Source: an optimization exercise on an open RTL-to-GDS flow (aim: small area and a short achievable clock period). Production flows keep margins and buffers that such runs may drop.
No run shown here included a check of the RTL's function; only the layout flow was run.
Power and IR drop assume default switching activity.

**flow/run.sh**
```bash
#!/bin/bash
# Standard layout with two changes:
#  - synthesis without full/half-adder cell extraction (ADDER_MAP_FILE empty), so ABC maps all logic;
#  - after the placement resize step, flip-flops with large fanout get the x4 drive.
# make's output goes to make_*.log here; ORFS writes each tool's log under orfs/logs/.
set -euo pipefail
here=$(pwd)
export UPSIZE_FLOP_FANOUT=${UPSIZE_FLOP_FANOUT:-8}
bash standard.sh ADDER_MAP_FILE= synth > make_synth.log 2>&1
bash standard.sh ADDER_MAP_FILE= POST_RESIZE_TCL=$here/flow/upsize_flops.tcl finish > make_finish.log 2>&1
```
**flow/upsize_flops.tcl**
```tcl
# Flip-flops whose output drives many pins get a stronger drive (same function, same name).
set n 0
foreach inst [get_cells *] {
  set ref [get_property $inst ref_name]
  if {$ref ne "sky130_fd_sc_hd__dfxtp_1"} { continue }
  set q [get_pins -of_objects $inst -filter "direction == output"]
  set loads [llength [get_pins -of_objects [get_nets -of_objects $q] -filter "direction == input"]]
  if {$loads >= $::env(UPSIZE_FLOP_FANOUT)} {
    replace_cell $inst sky130_fd_sc_hd__dfxtp_4
    incr n
  }
}
puts "upsize_flops: $n flip-flops resized"
```
**standard.sh**
```bash
#!/bin/bash
# synth_recipe.tcl (not shown) runs the flow's synth.tcl, then flattens the netlist and writes it again
# the make line also repeats each setting of config.mk as NAME=value (left out here)
make -C /OpenROAD-flow-scripts/flow DESIGN_CONFIG=/design/flow/config.mk WORK_HOME=/design/flow/orfs CLKGATE_MAP_FILE= SYNTH_SCRIPT=/design/flow/synth_recipe.tcl "${@:-finish}"
```
**config.mk**
```make
export PLATFORM = sky130hd
export DESIGN_NAME = alu_top
export DESIGN_NICKNAME = alu_top
export VERILOG_FILES = /design/flow/design.v
export SDC_FILE = /design/flow/constraint.sdc
export NUM_CORES = 4
export LEC_CHECK = 0
export ABC_AREA = 1
export CAP_MARGIN = 20
export CORE_MARGIN = 2
export CORE_UTILIZATION = 40
export GPL_TIMING_DRIVEN = 0
export SLEW_MARGIN = 20
```
**constraint.sdc**
```tcl
create_clock -name core_clock -period 25.0 [get_ports {clk}]
set_input_delay 5.0000 -clock core_clock [delete_from_list [all_inputs] [get_ports {clk}]]
set_output_delay 5.0000 -clock core_clock [all_outputs]
set_load 0.01 [all_outputs]
```
**design.v**
```verilog
module alu_top (
    input             clk,
    input      [7:0]  a,
    input      [7:0]  b,
    input      [3:0]  command,
    input             en,
    output reg [15:0] out
);
    reg  [7:0]  a_q, b_q;
    reg  [3:0]  command_q;
    reg         en_q;
    wire [15:0] alu_out;
    always @(posedge clk) begin
        a_q       <= a;
        b_q       <= b;
        command_q <= command;
        en_q      <= en;
        out       <= alu_out;
    end
    alu u_alu (.a(a_q), .b(b_q), .command(command_q), .en(en_q), .out(alu_out));
endmodule

module alu (
	input [7:0] a, b,
	input [3:0] command,
	input en,
	output [15:0] out
);
wire T0 = (command[2:0] == 3'd2) | (command[2:0] == 3'd3) | (command[2:0] == 3'd4) | (command[2:0] == 3'd6);
wire T1 = (command[2:0] == 3'd1) | (command[2:0] == 3'd2) | (command[2:0] == 3'd5);
wire T2 = (command[2:0] == 3'd1) | (command[2:0] == 3'd2) | (command[2:0] == 3'd5) | (command[2:0] == 3'd7);
wire T3 = (command[2:0] == 3'd0) | (command[2:0] == 3'd1) | (command[2:0] == 3'd4) | (command[2:0] == 3'd6) | (command[2:0] == 3'd7);
wire [7:0] r_log;
assign r_log[0] = a[0] ? (b[0] ? T3 : T2) : (b[0] ? T1 : T0);
assign r_log[1] = a[1] ? (b[1] ? T3 : T2) : (b[1] ? T1 : T0);
assign r_log[2] = a[2] ? (b[2] ? T3 : T2) : (b[2] ? T1 : T0);
assign r_log[3] = a[3] ? (b[3] ? T3 : T2) : (b[3] ? T1 : T0);
assign r_log[4] = a[4] ? (b[4] ? T3 : T2) : (b[4] ? T1 : T0);
assign r_log[5] = a[5] ? (b[5] ? T3 : T2) : (b[5] ? T1 : T0);
assign r_log[6] = a[6] ? (b[6] ? T3 : T2) : (b[6] ? T1 : T0);
assign r_log[7] = a[7] ? (b[7] ? T3 : T2) : (b[7] ? T1 : T0);
wire log_hi = (command[2:0] == 3'd2) | (command[2:0] == 3'd3) | (command[2:0] == 3'd4) | (command[2:0] == 3'd6);
wire [7:0] x = a ^ {8{command[1] & ~command[0]}};
wire [7:0] y = (b & {8{~command[0]}}) | {8{command[1] & command[0]}};
wire [8:0] s = x + y + (command[1] ^ command[0]);
wire [15:0] r_arith = {{7{command[1] & ~s[8]}}, s[8] ^ command[1], s[7:0]};
wire pp0_0 = a[0] & b[0];
wire pp0_1 = a[0] & b[1];
wire pp0_2 = a[0] & b[2];
wire pp0_3 = a[0] & b[3];
wire pp0_4 = a[0] & b[4];
wire pp0_5 = a[0] & b[5];
wire pp0_6 = a[0] & b[6];
wire pp0_7 = a[0] & b[7];
wire pp1_0 = a[1] & b[0];
wire pp1_1 = a[1] & b[1];
wire pp1_2 = a[1] & b[2];
wire pp1_3 = a[1] & b[3];
wire pp1_4 = a[1] & b[4];
wire pp1_5 = a[1] & b[5];
wire pp1_6 = a[1] & b[6];
wire pp1_7 = a[1] & b[7];
wire pp2_0 = a[2] & b[0];
wire pp2_1 = a[2] & b[1];
wire pp2_2 = a[2] & b[2];
wire pp2_3 = a[2] & b[3];
wire pp2_4 = a[2] & b[4];
wire pp2_5 = a[2] & b[5];
wire pp2_6 = a[2] & b[6];
wire pp2_7 = a[2] & b[7];
wire pp3_0 = a[3] & b[0];
wire pp3_1 = a[3] & b[1];
wire pp3_2 = a[3] & b[2];
wire pp3_3 = a[3] & b[3];
wire pp3_4 = a[3] & b[4];
wire pp3_5 = a[3] & b[5];
wire pp3_6 = a[3] & b[6];
wire pp3_7 = a[3] & b[7];
wire pp4_0 = a[4] & b[0];
wire pp4_1 = a[4] & b[1];
wire pp4_2 = a[4] & b[2];
wire pp4_3 = a[4] & b[3];
wire pp4_4 = a[4] & b[4];
wire pp4_5 = a[4] & b[5];
wire pp4_6 = a[4] & b[6];
wire pp4_7 = a[4] & b[7];
wire pp5_0 = a[5] & b[0];
wire pp5_1 = a[5] & b[1];
wire pp5_2 = a[5] & b[2];
wire pp5_3 = a[5] & b[3];
wire pp5_4 = a[5] & b[4];
wire pp5_5 = a[5] & b[5];
wire pp5_6 = a[5] & b[6];
wire pp5_7 = a[5] & b[7];
wire pp6_0 = a[6] & b[0];
wire pp6_1 = a[6] & b[1];
wire pp6_2 = a[6] & b[2];
wire pp6_3 = a[6] & b[3];
wire pp6_4 = a[6] & b[4];
wire pp6_5 = a[6] & b[5];
wire pp6_6 = a[6] & b[6];
wire pp6_7 = a[6] & b[7];
wire pp7_0 = a[7] & b[0];
wire pp7_1 = a[7] & b[1];
wire pp7_2 = a[7] & b[2];
wire pp7_3 = a[7] & b[3];
wire pp7_4 = a[7] & b[4];
wire pp7_5 = a[7] & b[5];
wire pp7_6 = a[7] & b[6];
wire pp7_7 = a[7] & b[7];
wire hs1 = pp0_6 ^ pp1_5;
wire hc2 = pp0_6 & pp1_5;
wire fs3 = pp0_7 ^ pp1_6 ^ pp2_5;
wire fc4 = (pp0_7 & pp1_6) | (pp0_7 & pp2_5) | (pp1_6 & pp2_5);
wire hs5 = pp3_4 ^ pp4_3;
wire hc6 = pp3_4 & pp4_3;
wire fs7 = pp1_7 ^ pp2_6 ^ pp3_5;
wire fc8 = (pp1_7 & pp2_6) | (pp1_7 & pp3_5) | (pp2_6 & pp3_5);
wire hs9 = pp4_4 ^ pp5_3;
wire hc10 = pp4_4 & pp5_3;
wire fs11 = pp2_7 ^ pp3_6 ^ pp4_5;
wire fc12 = (pp2_7 & pp3_6) | (pp2_7 & pp4_5) | (pp3_6 & pp4_5);
wire hs13 = pp0_4 ^ pp1_3;
wire hc14 = pp0_4 & pp1_3;
wire fs15 = pp0_5 ^ pp1_4 ^ pp2_3;
wire fc16 = (pp0_5 & pp1_4) | (pp0_5 & pp2_3) | (pp1_4 & pp2_3);
wire hs17 = pp3_2 ^ pp4_1;
wire hc18 = pp3_2 & pp4_1;
wire fs19 = hs1 ^ pp2_4 ^ pp3_3;
wire fc20 = (hs1 & pp2_4) | (hs1 & pp3_3) | (pp2_4 & pp3_3);
wire fs21 = pp4_2 ^ pp5_1 ^ pp6_0;
wire fc22 = (pp4_2 & pp5_1) | (pp4_2 & pp6_0) | (pp5_1 & pp6_0);
wire fs23 = fs3 ^ hs5 ^ pp5_2;
wire fc24 = (fs3 & hs5) | (fs3 & pp5_2) | (hs5 & pp5_2);
wire fs25 = pp6_1 ^ pp7_0 ^ hc2;
wire fc26 = (pp6_1 & pp7_0) | (pp6_1 & hc2) | (pp7_0 & hc2);
wire fs27 = fs7 ^ hs9 ^ pp6_2;
wire fc28 = (fs7 & hs9) | (fs7 & pp6_2) | (hs9 & pp6_2);
wire fs29 = pp7_1 ^ fc4 ^ hc6;
wire fc30 = (pp7_1 & fc4) | (pp7_1 & hc6) | (fc4 & hc6);
wire fs31 = fs11 ^ pp5_4 ^ pp6_3;
wire fc32 = (fs11 & pp5_4) | (fs11 & pp6_3) | (pp5_4 & pp6_3);
wire fs33 = pp7_2 ^ fc8 ^ hc10;
wire fc34 = (pp7_2 & fc8) | (pp7_2 & hc10) | (fc8 & hc10);
wire fs35 = pp3_7 ^ pp4_6 ^ pp5_5;
wire fc36 = (pp3_7 & pp4_6) | (pp3_7 & pp5_5) | (pp4_6 & pp5_5);
wire fs37 = pp6_4 ^ pp7_3 ^ fc12;
wire fc38 = (pp6_4 & pp7_3) | (pp6_4 & fc12) | (pp7_3 & fc12);
wire fs39 = pp4_7 ^ pp5_6 ^ pp6_5;
wire fc40 = (pp4_7 & pp5_6) | (pp4_7 & pp6_5) | (pp5_6 & pp6_5);
wire hs41 = pp0_3 ^ pp1_2;
wire hc42 = pp0_3 & pp1_2;
wire fs43 = hs13 ^ pp2_2 ^ pp3_1;
wire fc44 = (hs13 & pp2_2) | (hs13 & pp3_1) | (pp2_2 & pp3_1);
wire fs45 = fs15 ^ hs17 ^ pp5_0;
wire fc46 = (fs15 & hs17) | (fs15 & pp5_0) | (hs17 & pp5_0);
wire fs47 = fs19 ^ fs21 ^ fc16;
wire fc48 = (fs19 & fs21) | (fs19 & fc16) | (fs21 & fc16);
wire fs49 = fs23 ^ fs25 ^ fc20;
wire fc50 = (fs23 & fs25) | (fs23 & fc20) | (fs25 & fc20);
wire fs51 = fs27 ^ fs29 ^ fc24;
wire fc52 = (fs27 & fs29) | (fs27 & fc24) | (fs29 & fc24);
wire fs53 = fs31 ^ fs33 ^ fc28;
wire fc54 = (fs31 & fs33) | (fs31 & fc28) | (fs33 & fc28);
wire fs55 = fs35 ^ fs37 ^ fc32;
wire fc56 = (fs35 & fs37) | (fs35 & fc32) | (fs37 & fc32);
wire fs57 = fs39 ^ pp7_4 ^ fc36;
wire fc58 = (fs39 & pp7_4) | (fs39 & fc36) | (pp7_4 & fc36);
wire fs59 = pp5_7 ^ pp6_6 ^ pp7_5;
wire fc60 = (pp5_7 & pp6_6) | (pp5_7 & pp7_5) | (pp6_6 & pp7_5);
wire hs61 = pp0_2 ^ pp1_1;
wire hc62 = pp0_2 & pp1_1;
wire fs63 = hs41 ^ pp2_1 ^ pp3_0;
wire fc64 = (hs41 & pp2_1) | (hs41 & pp3_0) | (pp2_1 & pp3_0);
wire fs65 = fs43 ^ pp4_0 ^ hc42;
wire fc66 = (fs43 & pp4_0) | (fs43 & hc42) | (pp4_0 & hc42);
wire fs67 = fs45 ^ hc14 ^ fc44;
wire fc68 = (fs45 & hc14) | (fs45 & fc44) | (hc14 & fc44);
wire fs69 = fs47 ^ hc18 ^ fc46;
wire fc70 = (fs47 & hc18) | (fs47 & fc46) | (hc18 & fc46);
wire fs71 = fs49 ^ fc22 ^ fc48;
wire fc72 = (fs49 & fc22) | (fs49 & fc48) | (fc22 & fc48);
wire fs73 = fs51 ^ fc26 ^ fc50;
wire fc74 = (fs51 & fc26) | (fs51 & fc50) | (fc26 & fc50);
wire fs75 = fs53 ^ fc30 ^ fc52;
wire fc76 = (fs53 & fc30) | (fs53 & fc52) | (fc30 & fc52);
wire fs77 = fs55 ^ fc34 ^ fc54;
wire fc78 = (fs55 & fc34) | (fs55 & fc54) | (fc34 & fc54);
wire fs79 = fs57 ^ fc38 ^ fc56;
wire fc80 = (fs57 & fc38) | (fs57 & fc56) | (fc38 & fc56);
wire fs81 = fs59 ^ fc40 ^ fc58;
wire fc82 = (fs59 & fc40) | (fs59 & fc58) | (fc40 & fc58);
wire fs83 = pp6_7 ^ pp7_6 ^ fc60;
wire fc84 = (pp6_7 & pp7_6) | (pp6_7 & fc60) | (pp7_6 & fc60);
wire [15:0] m_x = {1'b0, pp7_7, fs83, fs81, fs79, fs77, fs75, fs73, fs71, fs69, fs67, fs65, fs63, hs61, pp0_1, pp0_0};
wire [15:0] m_y = {1'b0, fc84, fc82, fc80, fc78, fc76, fc74, fc72, fc70, fc68, fc66, fc64, hc62, pp2_0, pp1_0, 1'b0};
wire p85 = pp0_1 ^ pp1_0;
wire p86 = hs61 ^ pp2_0;
wire p87 = fs63 ^ hc62;
wire p88 = fs65 ^ fc64;
wire p89 = fs67 ^ fc66;
wire p90 = fs69 ^ fc68;
wire p91 = fs71 ^ fc70;
wire p92 = fs73 ^ fc72;
wire p93 = fs75 ^ fc74;
wire p94 = fs77 ^ fc76;
wire p95 = fs79 ^ fc78;
wire p96 = fs81 ^ fc80;
wire p97 = fs83 ^ fc82;
wire p98 = pp7_7 ^ fc84;
wire E99 = p86 & p85;
wire V100 = p86 ? pp0_1 : hs61;
wire E101 = p88 & p87;
wire V102 = p88 ? fs63 : fs65;
wire E103 = p90 & p89;
wire V104 = p90 ? fs67 : fs69;
wire E105 = p92 & p91;
wire V106 = p92 ? fs71 : fs73;
wire E107 = p94 & p93;
wire V108 = p94 ? fs75 : fs77;
wire E109 = p96 & p95;
wire V110 = p96 ? fs79 : fs81;
wire E111 = p98 & p97;
wire V112 = p98 ? fs83 : pp7_7;
wire E113 = p87 & E99;
wire V114 = p87 ? V100 : fs63;
wire E115 = E101 & E99;
wire V116 = E101 ? V100 : V102;
wire E117 = p91 & E103;
wire V118 = p91 ? V104 : fs71;
wire E119 = E105 & E103;
wire V120 = E105 ? V104 : V106;
wire E121 = p95 & E107;
wire V122 = p95 ? V108 : fs79;
wire E123 = E109 & E107;
wire V124 = E109 ? V108 : V110;
wire E125 = 1'b0 & E111;
wire V126 = 1'b0 ? V112 : 1'b0;
wire E127 = p89 & E115;
wire V128 = p89 ? V116 : fs67;
wire E129 = E103 & E115;
wire V130 = E103 ? V116 : V104;
wire E131 = E117 & E115;
wire V132 = E117 ? V116 : V118;
wire E133 = E119 & E115;
wire V134 = E119 ? V116 : V120;
wire E135 = p97 & E123;
wire V136 = p97 ? V124 : fs83;
wire E137 = E111 & E123;
wire V138 = E111 ? V124 : V112;
wire E139 = E125 & E123;
wire V140 = E125 ? V124 : V126;
wire E141 = p93 & E133;
wire V142 = p93 ? V134 : fs75;
wire E143 = E107 & E133;
wire V144 = E107 ? V134 : V108;
wire E145 = E121 & E133;
wire V146 = E121 ? V134 : V122;
wire E147 = E123 & E133;
wire V148 = E123 ? V134 : V124;
wire E149 = E135 & E133;
wire V150 = E135 ? V134 : V136;
wire E151 = E137 & E133;
wire V152 = E137 ? V134 : V138;
wire E153 = E139 & E133;
wire V154 = E139 ? V134 : V140;
wire sm155 = p85;
wire sm156 = p86 ^ (~p85 & pp0_1);
wire sm157 = p87 ^ (~E99 & V100);
wire sm158 = p88 ^ (~E113 & V114);
wire sm159 = p89 ^ (~E115 & V116);
wire sm160 = p90 ^ (~E127 & V128);
wire sm161 = p91 ^ (~E129 & V130);
wire sm162 = p92 ^ (~E131 & V132);
wire sm163 = p93 ^ (~E133 & V134);
wire sm164 = p94 ^ (~E141 & V142);
wire sm165 = p95 ^ (~E143 & V144);
wire sm166 = p96 ^ (~E145 & V146);
wire sm167 = p97 ^ (~E147 & V148);
wire sm168 = p98 ^ (~E149 & V150);
wire sm169 = 1'b0 ^ (~E151 & V152);
wire [15:0] r_mul = {sm169, sm168, sm167, sm166, sm165, sm164, sm163, sm162, sm161, sm160, sm159, sm158, sm157, sm156, sm155, pp0_0};
wire bnz = |b;
wire e170 = a[6] ~^ b[0];
wire e171 = a[7] ~^ b[1];
wire E172 = e171 & e170;
wire V173 = e171 ? a[6] : a[7];
wire ge174 = E172 | V173;
wire d175 = ~e170;
wire d176 = e171 ^ (e170 | a[6]);
wire c177 = ge174 & (b <= 8'd3);
wire e178 = ~a[6];
wire e179 = a[7] ~^ b[0];
wire E180 = e179 & e178;
wire V181 = e179 ? a[6] : a[7];
wire ge182 = E180 | V181;
wire d183 = ~e178;
wire d184 = e179 ^ (e178 | a[6]);
wire c185 = ge182 & (b <= 8'd1);
wire [10:0] b3 = 3 * {3'b0, b};
wire e186 = a[6] ~^ b3[0];
wire e187 = a[7] ~^ b3[1];
wire E188 = e187 & e186;
wire V189 = e187 ? a[6] : a[7];
wire ge190 = E188 | V189;
wire d191 = ~e186;
wire d192 = e187 ^ (e186 | a[6]);
wire c193 = ge190 & (b <= 8'd1);
wire q7 = c185;
wire q6 = (c185 ? c193 : c177);
wire s194 = ~c177;
wire s195 = c177 & ~c185;
wire s196 = c185 & ~c193;
wire s197 = c193;
wire r198 = (s194 & a[6]) | (s195 & d175) | (s196 & d183) | (s197 & d191);
wire r199 = (s194 & a[7]) | (s195 & d176) | (s196 & d184) | (s197 & d192);
wire e200 = a[4] ~^ b[0];
wire e201 = a[5] ~^ b[1];
wire e202 = r198 ~^ b[2];
wire e203 = r199 ~^ b[3];
wire E204 = e201 & e200;
wire V205 = e201 ? a[4] : a[5];
wire E206 = e202 & E204;
wire V207 = e202 ? V205 : r198;
wire E208 = e203 & E206;
wire V209 = e203 ? V207 : r199;
wire ge210 = E208 | V209;
wire d211 = ~e200;
wire d212 = e201 ^ (e200 | a[4]);
wire d213 = e202 ^ (E204 | V205);
wire d214 = e203 ^ (E206 | V207);
wire c215 = ge210 & (b <= 8'd15);
wire e216 = ~a[4];
wire e217 = a[5] ~^ b[0];
wire e218 = r198 ~^ b[1];
wire e219 = r199 ~^ b[2];
wire E220 = e217 & e216;
wire V221 = e217 ? a[4] : a[5];
wire E222 = e218 & E220;
wire V223 = e218 ? V221 : r198;
wire E224 = e219 & E222;
wire V225 = e219 ? V223 : r199;
wire ge226 = E224 | V225;
wire d227 = ~e216;
wire d228 = e217 ^ (e216 | a[4]);
wire d229 = e218 ^ (E220 | V221);
wire d230 = e219 ^ (E222 | V223);
wire c231 = ge226 & (b <= 8'd7);
wire e232 = a[4] ~^ b3[0];
wire e233 = a[5] ~^ b3[1];
wire e234 = r198 ~^ b3[2];
wire e235 = r199 ~^ b3[3];
wire E236 = e233 & e232;
wire V237 = e233 ? a[4] : a[5];
wire E238 = e234 & E236;
wire V239 = e234 ? V237 : r198;
wire E240 = e235 & E238;
wire V241 = e235 ? V239 : r199;
wire ge242 = E240 | V241;
wire d243 = ~e232;
wire d244 = e233 ^ (e232 | a[4]);
wire d245 = e234 ^ (E236 | V237);
wire d246 = e235 ^ (E238 | V239);
wire c247 = ge242 & (b <= 8'd5);
wire q5 = c231;
wire q4 = (c231 ? c247 : c215);
wire s248 = ~c215;
wire s249 = c215 & ~c231;
wire s250 = c231 & ~c247;
wire s251 = c247;
wire r252 = (s248 & a[4]) | (s249 & d211) | (s250 & d227) | (s251 & d243);
wire r253 = (s248 & a[5]) | (s249 & d212) | (s250 & d228) | (s251 & d244);
wire r254 = (s248 & r198) | (s249 & d213) | (s250 & d229) | (s251 & d245);
wire r255 = (s248 & r199) | (s249 & d214) | (s250 & d230) | (s251 & d246);
wire e256 = a[2] ~^ b[0];
wire e257 = a[3] ~^ b[1];
wire e258 = r252 ~^ b[2];
wire e259 = r253 ~^ b[3];
wire e260 = r254 ~^ b[4];
wire e261 = r255 ~^ b[5];
wire E262 = e257 & e256;
wire V263 = e257 ? a[2] : a[3];
wire E264 = e258 & E262;
wire V265 = e258 ? V263 : r252;
wire E266 = e259 & E264;
wire V267 = e259 ? V265 : r253;
wire E268 = e260 & E266;
wire V269 = e260 ? V267 : r254;
wire E270 = e261 & E268;
wire V271 = e261 ? V269 : r255;
wire ge272 = E270 | V271;
wire d273 = ~e256;
wire d274 = e257 ^ (e256 | a[2]);
wire d275 = e258 ^ (E262 | V263);
wire d276 = e259 ^ (E264 | V265);
wire d277 = e260 ^ (E266 | V267);
wire d278 = e261 ^ (E268 | V269);
wire c279 = ge272 & (b <= 8'd63);
wire e280 = ~a[2];
wire e281 = a[3] ~^ b[0];
wire e282 = r252 ~^ b[1];
wire e283 = r253 ~^ b[2];
wire e284 = r254 ~^ b[3];
wire e285 = r255 ~^ b[4];
wire E286 = e281 & e280;
wire V287 = e281 ? a[2] : a[3];
wire E288 = e282 & E286;
wire V289 = e282 ? V287 : r252;
wire E290 = e283 & E288;
wire V291 = e283 ? V289 : r253;
wire E292 = e284 & E290;
wire V293 = e284 ? V291 : r254;
wire E294 = e285 & E292;
wire V295 = e285 ? V293 : r255;
wire ge296 = E294 | V295;
wire d297 = ~e280;
wire d298 = e281 ^ (e280 | a[2]);
wire d299 = e282 ^ (E286 | V287);
wire d300 = e283 ^ (E288 | V289);
wire d301 = e284 ^ (E290 | V291);
wire d302 = e285 ^ (E292 | V293);
wire c303 = ge296 & (b <= 8'd31);
wire e304 = a[2] ~^ b3[0];
wire e305 = a[3] ~^ b3[1];
wire e306 = r252 ~^ b3[2];
wire e307 = r253 ~^ b3[3];
wire e308 = r254 ~^ b3[4];
wire e309 = r255 ~^ b3[5];
wire E310 = e305 & e304;
wire V311 = e305 ? a[2] : a[3];
wire E312 = e306 & E310;
wire V313 = e306 ? V311 : r252;
wire E314 = e307 & E312;
wire V315 = e307 ? V313 : r253;
wire E316 = e308 & E314;
wire V317 = e308 ? V315 : r254;
wire E318 = e309 & E316;
wire V319 = e309 ? V317 : r255;
wire ge320 = E318 | V319;
wire d321 = ~e304;
wire d322 = e305 ^ (e304 | a[2]);
wire d323 = e306 ^ (E310 | V311);
wire d324 = e307 ^ (E312 | V313);
wire d325 = e308 ^ (E314 | V315);
wire d326 = e309 ^ (E316 | V317);
wire c327 = ge320 & (b <= 8'd21);
wire q3 = c303;
wire q2 = (c303 ? c327 : c279);
wire s328 = ~c279;
wire s329 = c279 & ~c303;
wire s330 = c303 & ~c327;
wire s331 = c327;
wire r332 = (s328 & a[2]) | (s329 & d273) | (s330 & d297) | (s331 & d321);
wire r333 = (s328 & a[3]) | (s329 & d274) | (s330 & d298) | (s331 & d322);
wire r334 = (s328 & r252) | (s329 & d275) | (s330 & d299) | (s331 & d323);
wire r335 = (s328 & r253) | (s329 & d276) | (s330 & d300) | (s331 & d324);
wire r336 = (s328 & r254) | (s329 & d277) | (s330 & d301) | (s331 & d325);
wire r337 = (s328 & r255) | (s329 & d278) | (s330 & d302) | (s331 & d326);
wire e338 = a[0] ~^ b[0];
wire e339 = a[1] ~^ b[1];
wire e340 = r332 ~^ b[2];
wire e341 = r333 ~^ b[3];
wire e342 = r334 ~^ b[4];
wire e343 = r335 ~^ b[5];
wire e344 = r336 ~^ b[6];
wire e345 = r337 ~^ b[7];
wire E346 = e339 & e338;
wire V347 = e339 ? a[0] : a[1];
wire E348 = e340 & E346;
wire V349 = e340 ? V347 : r332;
wire E350 = e341 & E348;
wire V351 = e341 ? V349 : r333;
wire E352 = e342 & E350;
wire V353 = e342 ? V351 : r334;
wire E354 = e343 & E352;
wire V355 = e343 ? V353 : r335;
wire E356 = e344 & E354;
wire V357 = e344 ? V355 : r336;
wire E358 = e345 & E356;
wire V359 = e345 ? V357 : r337;
wire ge360 = E358 | V359;
wire c361 = ge360;
wire e362 = ~a[0];
wire e363 = a[1] ~^ b[0];
wire e364 = r332 ~^ b[1];
wire e365 = r333 ~^ b[2];
wire e366 = r334 ~^ b[3];
wire e367 = r335 ~^ b[4];
wire e368 = r336 ~^ b[5];
wire e369 = r337 ~^ b[6];
wire E370 = e363 & e362;
wire V371 = e363 ? a[0] : a[1];
wire E372 = e364 & E370;
wire V373 = e364 ? V371 : r332;
wire E374 = e365 & E372;
wire V375 = e365 ? V373 : r333;
wire E376 = e366 & E374;
wire V377 = e366 ? V375 : r334;
wire E378 = e367 & E376;
wire V379 = e367 ? V377 : r335;
wire E380 = e368 & E378;
wire V381 = e368 ? V379 : r336;
wire E382 = e369 & E380;
wire V383 = e369 ? V381 : r337;
wire ge384 = E382 | V383;
wire c385 = ge384 & (b <= 8'd127);
wire e386 = a[0] ~^ b3[0];
wire e387 = a[1] ~^ b3[1];
wire e388 = r332 ~^ b3[2];
wire e389 = r333 ~^ b3[3];
wire e390 = r334 ~^ b3[4];
wire e391 = r335 ~^ b3[5];
wire e392 = r336 ~^ b3[6];
wire e393 = r337 ~^ b3[7];
wire E394 = e387 & e386;
wire V395 = e387 ? a[0] : a[1];
wire E396 = e388 & E394;
wire V397 = e388 ? V395 : r332;
wire E398 = e389 & E396;
wire V399 = e389 ? V397 : r333;
wire E400 = e390 & E398;
wire V401 = e390 ? V399 : r334;
wire E402 = e391 & E400;
wire V403 = e391 ? V401 : r335;
wire E404 = e392 & E402;
wire V405 = e392 ? V403 : r336;
wire E406 = e393 & E404;
wire V407 = e393 ? V405 : r337;
wire ge408 = E406 | V407;
wire c409 = ge408 & (b <= 8'd85);
wire q1 = c385;
wire q0 = (c385 ? c409 : c361);
wire [15:0] r_div = {8'd0, {q7,q6,q5,q4,q3,q2,q1,q0} & {8{bnz}}};
reg [15:0] o;
always @(*) begin
	case (command)
	4'd0, 4'd1, 4'd2, 4'd3: o = r_arith;
	4'd4: o = r_mul;
	4'd5: o = r_div;
	4'd6: o = {7'd0, a, 1'b0};
	4'd7: o = {9'd0, a[7:1]};
	default: o = {{8{log_hi}}, r_log};
	endcase
end
assign out = en ? o : 16'd0;
endmodule
```
==> flow_metrics.env, run 1 <==
export IMPL_fin_ws_ns=18.85
export IMPL_grt_pass1_wl_mm=30.6
export IMPL_final_antenna_net_count=0
export IMPL_path_class="reg -> out"
export IMPL_drv_cap=0
export IMPL_critical_path_cell_chain="clkdlybuf4s50_1"
export IMPL_io_buffers=37
export IMPL_htree_levels=2
export IMPL_slew_headroom_pct=48.9
export IMPL_cts_resized=0
export IMPL_status="complete, no violations"
export IMPL_fin_util_pct=46.6
export IMPL_finalHoldViolCount=0
export IMPL_finalWirelength_mm=18.7
export IMPL_areaGrowthSynthToFinish_pct=12.8
export IMPL_core_region_area_um2=14000
export IMPL_drt_pass1_iterations=5
export IMPL_grt_pass1_vias=6229
export IMPL_seq_area_frac_synth_pct=12.8
export IMPL_clock_sinks=37
export IMPL_grt_start_max_net_pins=13
export IMPL_design_die_area_um2=15400
export IMPL_yosys_cell_types_count=56
export IMPL_cts_tree="built"
export IMPL_critPathCaptureType="output port"
export IMPL_crit_required_ns=20.00
export IMPL_rows=43
export IMPL_cts_root_buffer="clkbuf_16"
export IMPL_cts_max_path_buffers=2
export IMPL_rsz0062_at_grt="false"
export IMPL_async_flop_share_pct=0
export IMPL_drt_iter0_drc=458
export IMPL_critPathSlowestCell="clkdlybuf4s50_1"
export IMPL_drc_errors=0
export IMPL_dp_slack_ns=19.17
export IMPL_ys_ff_latch=37
export IMPL_synthCells=1064
export IMPL_vdd_drop_max_mv=0.0275
export IMPL_syn_cell_area_um2=5770
export IMPL_cp_top_family="buffers and inverters"
export IMPL_route_vias_total=6651
export IMPL_cts_buffers=5
export IMPL_synthFlopType="dfxtp_1"
export IMPL_finClkSkew_ns=0.00972
export IMPL_timing_fmax_mhz=163
export IMPL_min_period_over_period_pct=24.6
export IMPL_worst_pin_slew_ns=0.759
export IMPL_final_setup_viol_count=0
export IMPL_clk_latency_ns=0.30
export IMPL_avgRoutedWirePerCell_um=14.5
export IMPL_via_per_inst=5.16
export IMPL_arrival_ns=1.15
export IMPL_slowest_delay_ns=0.53
export IMPL_p_leak_uw=0.00341
export IMPL_power_density_nw_per_um2=45.8
export IMPL_num_antenna_cells=0
export IMPL_crit_fanout=1
export IMPL_synth_edf_count=0
export IMPL_crit_buf_inv=1
export IMPL_die_w_um=124
export IMPL_drive_gt1_share_pct=9.65
export IMPL_clk_transition_reported_paths_ns=0.06
export IMPL_overflow=0
export IMPL_synth_nets=1086
export IMPL_holdCritPathClass="reg -> reg"
export IMPL_grt_total_usage_pct=25.8
export IMPL_pin_count=38
export IMPL_nFillCells=1547
export IMPL_num_nets_final=1130
export IMPL_die_y_um=124
export IMPL_dp_hpwl_mm=14.9
export IMPL_synth_area_per_cell_um2=5.43
export IMPL_cts_setup_buffers=0
export IMPL_ctsHoldBuffers=0
export IMPL_routabilityCongestion=0.928
export IMPL_finalSetupTns_ns=0
export IMPL_final_max_slew_viol_count=0
export IMPL_start_util_pct=41.3
export IMPL_antenna_found_initial=0
export IMPL_cp_start_kind="flop"
export IMPL_fin_crit_ns=6.15
export IMPL_yosys_warnings=2
## synth_stat cells, types with 8 or more instances
| cell | number | share of area [%] |
|---|---|---|
| xnor2_1 | 10 | 1.5 |
| nand4_1 | 12 | 1.3 |
| nor2_1 | 105 | 6.8 |
| dfxtp_1 | 37 | 13 |
| a21oi_1 | 58 | 5.0 |
| o22ai_1 | 10 | 1.1 |
| or2_2 | 11 | 1.2 |
| nand2_1 | 359 | 23 |
| nand3_2 | 13 | 2.3 |
| o21ai_0 | 71 | 6.2 |
| nand2_2 | 15 | 1.6 |
| o21ai_1 | 11 | 0.95 |
| buf_2 | 8 | 0.69 |
| xor2_1 | 49 | 7.4 |
| nand3_1 | 45 | 3.9 |
| inv_1 | 141 | 9.2 |
| inv_2 | 13 | 0.85 |
## path summary, 6_finish.rpt
path	startpoint	to	slack, ns	cells past startpoint
setup / recovery	out[6]$_SDFF_PN0_	out[6]	18.85	1
hold / removal	en_q$_DFF_P_	out[0]$_SDFF_PN0_	0.50	2
setup reg to reg	b_q[7]$_DFF_P_	out[0]$_SDFF_PN0_	20.89	31
hold reg to reg	en_q$_DFF_P_	out[0]$_SDFF_PN0_	0.50	2
## report_power, final
part | leakage (uW) | internal, uW | switching, uW
Clock | 0.0000696 | 36.6 | 28.0
Combinational | 0.00303 | 59.8 | 108
Sequential | 0.000310 | 63.3 | 2.65
## sequential cells by signal (all words and copies together) (netlist names)
register / cells
a_q: 8
b_q: 8
command_q: 4
en_q: 1
out: 16
## cells by family (layout without fill, tap and decap cells)
| logic type | after synthesis | in the layout | share of synthesized area, % |
|---|---|---|---|
| buffers and inverters | 186 | 231 | 13.5 |
| XOR/XNOR | 59 | 59 | 8.95 |
| AND/OR/NAND/NOR | 591 | 591 | 45.2 |
| flip-flops | 37 | 37 | 12.8 |
| AO/OA/AOI/OAI | 191 | 191 | 19.5 |
## per-stage QoR
step / instances / power (uW) / instance area [um^2] / hold slack (ns)
after floorplan: 1064 / 196 / 5770 / 0.454
after global placement: 1281 / 233 / 6370 / 0.498
after detailed placement: 1281 / 234 / 6370 / 0.491
after CTS: 1289 / 300 / 6510 / 0.499
after global routing: 1289 / 329 / 6510 / 0.524
final: 1289 / 298 / 6510 / 0.502
## cell type report
| type | count | area (um^2) | share of cell area, % |
|---|---|---|---|
| multi-input cells | 841 | 4250 | 65.3 |
| flip-flops and latches | 37 | 741 | 11.4 |
| inverters | 158 | 593 | 9.11 |
| repair buffers | 37 | 370 | 5.69 |
| well taps | 180 | 225 | 3.46 |
| plain buffers | 28 | 186 | 2.86 |
| clock buffers | 5 | 125 | 1.92 |
| clock inverters | 3 | 17.5 | 0.269 |
## worst reg2reg max path, delay by kind of cell (launching register included)
family | cells | cell delay (ns)
AOI/OAI and AO/OA | 5 | 0.91
and+or+nand+nor | 23 | 2.46
buffers and inverters | 3 | 0.30
DFF | 1 | 0.30
## layout by cell type (no fill, tap or decap), types with 6 or more instances in the layout
| master | Yosys | final |
|---|---|---|
| xor2_1 | 49 | 49 |
| nand3_2 | 13 | 13 |
| nand2_4 | 6 | 6 |
| nand2_2 | 15 | 15 |
| buf_4 | 6 | 6 |
| nor2_1 | 105 | 105 |
| nand3_1 | 45 | 45 |
| inv_1 | 141 | 141 |
| o21ai_0 | 71 | 71 |
| o21ai_1 | 11 | 11 |
| xnor2_1 | 10 | 10 |
| nand2_1 | 359 | 359 |
| buf_2 | 8 | 8 |
| a21oi_1 | 58 | 58 |
| dfxtp_1 | 37 | 37 |
| inv_2 | 13 | 13 |
| nand4_1 | 12 | 12 |
| o22ai_1 | 10 | 10 |
| clkdlybuf4s50_1 | 0 | 37 |
| or2_2 | 11 | 11 |
| buf_6 | 6 | 6 |
| a31oi_1 | 6 | 6 |
## layer usage
| layer | GRT usage, % | vias up | share of wire, % |
|---|---|---|---|
| li1 | - | 3475 | - |
| met2 | 42.0 | 220 | 45 |
| met3 | 3.62 | 38 | 7.5 |
| met4 | 10.2 | 0 | 2.7 |
| met1 | 34.3 | 2918 | 45 |
| met5 | 0 | - | 0 |
==> inputs of run 2 (changes only) <==
==> flow/run.sh (replaced) <==
#!/bin/bash
# Standard layout with these changes:
#  - synthesis without full/half-adder cell extraction (ADDER_MAP_FILE empty), so ABC maps all logic;
#  - port buffers chosen in flow/ports.tcl instead of the default (DONT_BUFFER_PORTS=1 stops the
#    flow's own call; ports.tcl runs just before it, at the start of global placement);
#  - after the placement resize step, flip-flops with large fanout get the x4 drive.
# make's output goes to make_*.log here; ORFS writes each tool's log under orfs/logs/.
set -euo pipefail
here=$(pwd)
export UPSIZE_FLOP_FANOUT=${UPSIZE_FLOP_FANOUT:-8}
bash standard.sh ADDER_MAP_FILE= synth > make_synth.log 2>&1
bash standard.sh ADDER_MAP_FILE= DONT_BUFFER_PORTS=1 PRE_GLOBAL_PLACE_TCL=$here/flow/ports.tcl \
  POST_RESIZE_TCL=$here/flow/upsize_flops.tcl finish > make_finish.log 2>&1
==> flow/ports.tcl (new file) <==
# Port buffers: the smallest buffer on inputs (they have most of the cycle to spare) and a
# faster one on outputs. Every input and output port still gets its own buffer.
buffer_ports -inputs -buffer_cell sky130_fd_sc_hd__buf_1
buffer_ports -outputs -buffer_cell sky130_fd_sc_hd__buf_2
==> run 2 against run 1 <==
  * Still clean on timing, DRC and antenna
  * Non-clock buffer count unchanged
  * Combinational power is 2% lower
  * Register-to-register slack lost 0.09 ns
  * Clock power is 31% higher
  * Final cell count stayed put
  * Total power is 5.3% higher
  * Core utilization shrank 1.1 points
  * Critical endpoint unchanged
  * Fmax up 7.4%
  * Via count increased by 0.20%
  * Sequential power about the same
  * Synthesized area is the same
  * Highest routed layer unchanged
==> flow_metrics.env, run 2 <==
export IMPL_holdCritPathClass="reg -> reg"
export IMPL_power_density_nw_per_um2=49.4
export IMPL_avgRoutedWirePerCell_um=14.4
export IMPL_clk_transition_reported_paths_ns=0.06
export IMPL_drv_cap=0
export IMPL_cts_resized=0
export IMPL_pin_count=38
export IMPL_regMostFlops="out"
export IMPL_clock_sinks=37
export IMPL_layout_common_cells="nand2_1, inv_1, nor2_1, o21ai_0, a21oi_1"
export IMPL_ys_ff_latch=37
export IMPL_grt_pass1_vias=6023
export IMPL_pwr_share_seq_pct=21.0
export IMPL_antenna_found_initial=0
export IMPL_finalWirelength_mm=18.6
export IMPL_design_die_area_um2=15400
export IMPL_cp_start_kind="flop"
export IMPL_io_buffers=37
export IMPL_slew_headroom_pct=45.0
export IMPL_cts_tree="built"
export IMPL_ys_top_cells_by_count="nand2_1, inv_1, nor2_1"
export IMPL_grt_total_usage_pct=25.2
export IMPL_rsz0062_at_grt="false"
export IMPL_status="complete, no violations"
export IMPL_synth_area_leaders="nand2_1, dfxtp_1, inv_1, xor2_1, nor2_1"
export IMPL_final_antenna_net_count=0
export IMPL_crit_buf_inv=1
export IMPL_yosys_warnings=2
export IMPL_switching_share_pct=43.9
export IMPL_path_class="reg -> out"
export IMPL_cts_buffers=5
export IMPL_mostFrequentLayoutCell="nand2_1"
export IMPL_seq_area_frac_synth_pct=12.8
export IMPL_finalSetupTns_ns=0
export IMPL_clkPwrFrac_pct=27.0
export IMPL_htree_levels=2
export IMPL_crit_required_ns=20.00
export IMPL_synthCells=1064
export IMPL_yosysMostFrequentCell="nand2_1"
export IMPL_areaGrowthSynthToFinish_pct=10.0
export IMPL_yosys_cell_types_count=56
export IMPL_synthFlopType="dfxtp_1"
export IMPL_hold_ws_ns=0.509
export IMPL_critPathSlowestCell="dfxtp_1"
export IMPL_via_per_inst=5.17
export IMPL_top_regs="out (16), a_q (8), b_q (8)"
export IMPL_grt_start_max_net_pins=14
export IMPL_clk_latency_ns=0.30
export IMPL_drt_iter0_drc=487
export IMPL_drt_pass1_iterations=5
export IMPL_power_net_switching_uw=138
export IMPL_largest_register_ffs=16
export IMPL_dp_hpwl_mm=14.8
export IMPL_async_flop_share_pct=0
export IMPL_cp_top_family="flip-flops"
export IMPL_num_nets_final=1130
export IMPL_core_region_area_um2=14000
export IMPL_fin_crit_ns=5.72
export IMPL_synth_edf_count=0
export IMPL_synth_area_per_cell_um2=5.43
export IMPL_finClkSkew_ns=0.00502
export IMPL_cts_max_path_buffers=2
export IMPL_syn_cell_area_um2=5770
export IMPL_critPathCaptureType="output port"
export IMPL_worst_pin_slew_ns=0.819
export IMPL_min_period_over_period_pct=22.9
export IMPL_drive_gt1_share_pct=11.1
export IMPL_rows=43
export IMPL_grt_pass1_wl_mm=29.8
export IMPL_num_antenna_cells=0
export IMPL_finalHoldViolCount=0
export IMPL_synth_nets=1086
export IMPL_timing_fmax_mhz=175
export IMPL_route_vias_total=6664
export IMPL_final_setup_viol_count=0
export IMPL_p_leak_uw=0.00340
export IMPL_final_max_slew_viol_count=0
export IMPL_yosysTopAreaCellShare_pct=23.3
export IMPL_crit_fanout=1
export IMPL_slowest_delay_ns=0.31
export IMPL_p_int_uw=176
export IMPL_vdd_drop_max_mv=0.0395
export IMPL_cts_root_buffer="clkbuf_16"
export IMPL_synth_top_area_cell="nand2_1"
export IMPL_drc_errors=0
export IMPL_overflow=0
export IMPL_cts_setup_buffers=0
export IMPL_die_w_um=124
export IMPL_ctsHoldBuffers=0
export IMPL_critical_path_cell_chain="buf_2"
export IMPL_p_comb_share_pct=52.0
export IMPL_routabilityCongestion=0.938
export IMPL_arrival_ns=0.72
export IMPL_die_y_um=124
export IMPL_start_util_pct=41.3
==> run 2: cell count changes in the layout (fill, tap and decap cells not counted), sizes merged <==
cell / previous run / this run
clkinvlp: 1 / 0
buf: 22 / 59
bufinv: 0 / 2
inv: 154 / 155
clkinv: 6 / 4
clkdlybuf4s50: 37 / 0
==> run 2: power by group through the flow <==
stage / Clock [uW] / Sequential (uW) / Combinational, uW
after floorplan: 0 / 67.9 / 128
after global placement: 0 / 67.1 / 161
after detailed placement: 0 / 67.2 / 162
after CTS: 86.4 / 65.9 / 163
after global routing: 88.7 / 66.5 / 188
final: 84.9 / 65.9 / 163
==> run 2: area by class of cell <==
cell class	instances	area, um^2
plain buffers	28	186
flip-flops and latches	37	741
inverters	158	593
well taps	180	225
repair buffers	37	159
fillers	1583	7640
clock buffers	5	125
clock inverters	3	68.8
multi-input cells	841	4250
==> run 2: final timing paths <==
check	start	end	slack [ns]	cells past startpoint
worst min-delay path	en_q$_DFF_P_	out[0]$_SDFF_PN0_	0.51	2
worst max register to register	a_q[7]$_DFF_P_	out[0]$_SDFF_PN0_	20.80	33
worst min register to register	en_q$_DFF_P_	out[0]$_SDFF_PN0_	0.51	2
worst max-delay path	out[6]$_SDFF_PN0_	out[6]	19.28	1
==> run 2: cells by family (layout without fill, tap and decap cells) <==
logic type,Yosys count,after routing,synth area share [%]
xor+xnor,59,59,8.95
buf+inv,186,231,13.5
simple gates,591,591,45.2
compound gates,191,191,19.5
flops,37,37,12.8
==> run 2: per-layer routing <==
layer	share of wire (%)	global-route usage (%)
met1	44	33.1
met2	47	42.7
met3	6.8	3.11
met4	2.4	8.36
met5	0	0
==> run 2: metrics by stage <==
step / total power [uW] / instances / instance area [um^2] / setup slack [ns] / utilization (%)
global placement: 228 / 1281 / 6160 / 19.58 / 44.0
floorplan: 196 / 1064 / 5770 / 19.67 / -
global route: 343 / 1289 / 6350 / 19.22 / 45.4
finish: 314 / 1289 / 6350 / 19.28 / 45.4
detailed placement: 229 / 1281 / 6160 / 19.59 / 44.0
CTS: 315 / 1289 / 6350 / 19.26 / 45.4
==> run 2: worst min-delay path, stage by stage (launching register included) <==
cell	delay (ns)
dfxtp_1	0.35
o41ai_1	0.09
a21oi_2	0.03

## port drivers added, routing unchanged
How much do the figures lean on ideal ports? The routed layouts below were timed once more, with nothing changed but the port constraints.
Step 1, drivers: a clkbuf_16 drives clk and a buf_2 each remaining input, both assumed.
Step 2 times the ports against the registers' clock, not the clock port: input delays grow and output delays shrink by t, the midpoint of the rising clock arrivals with the driver on.
a / b / c = ideal ports / drivers / drivers and shift; a / b = the first two.
run	t, ns	setup slack, ns	worst slew at a driven data input, ns
run 1	0.339	18.854 / 18.815 / 19.154	0.03
run 2	0.336	19.275 / 19.233 / 19.568	0.03
After both steps every run listed still meets setup and hold.
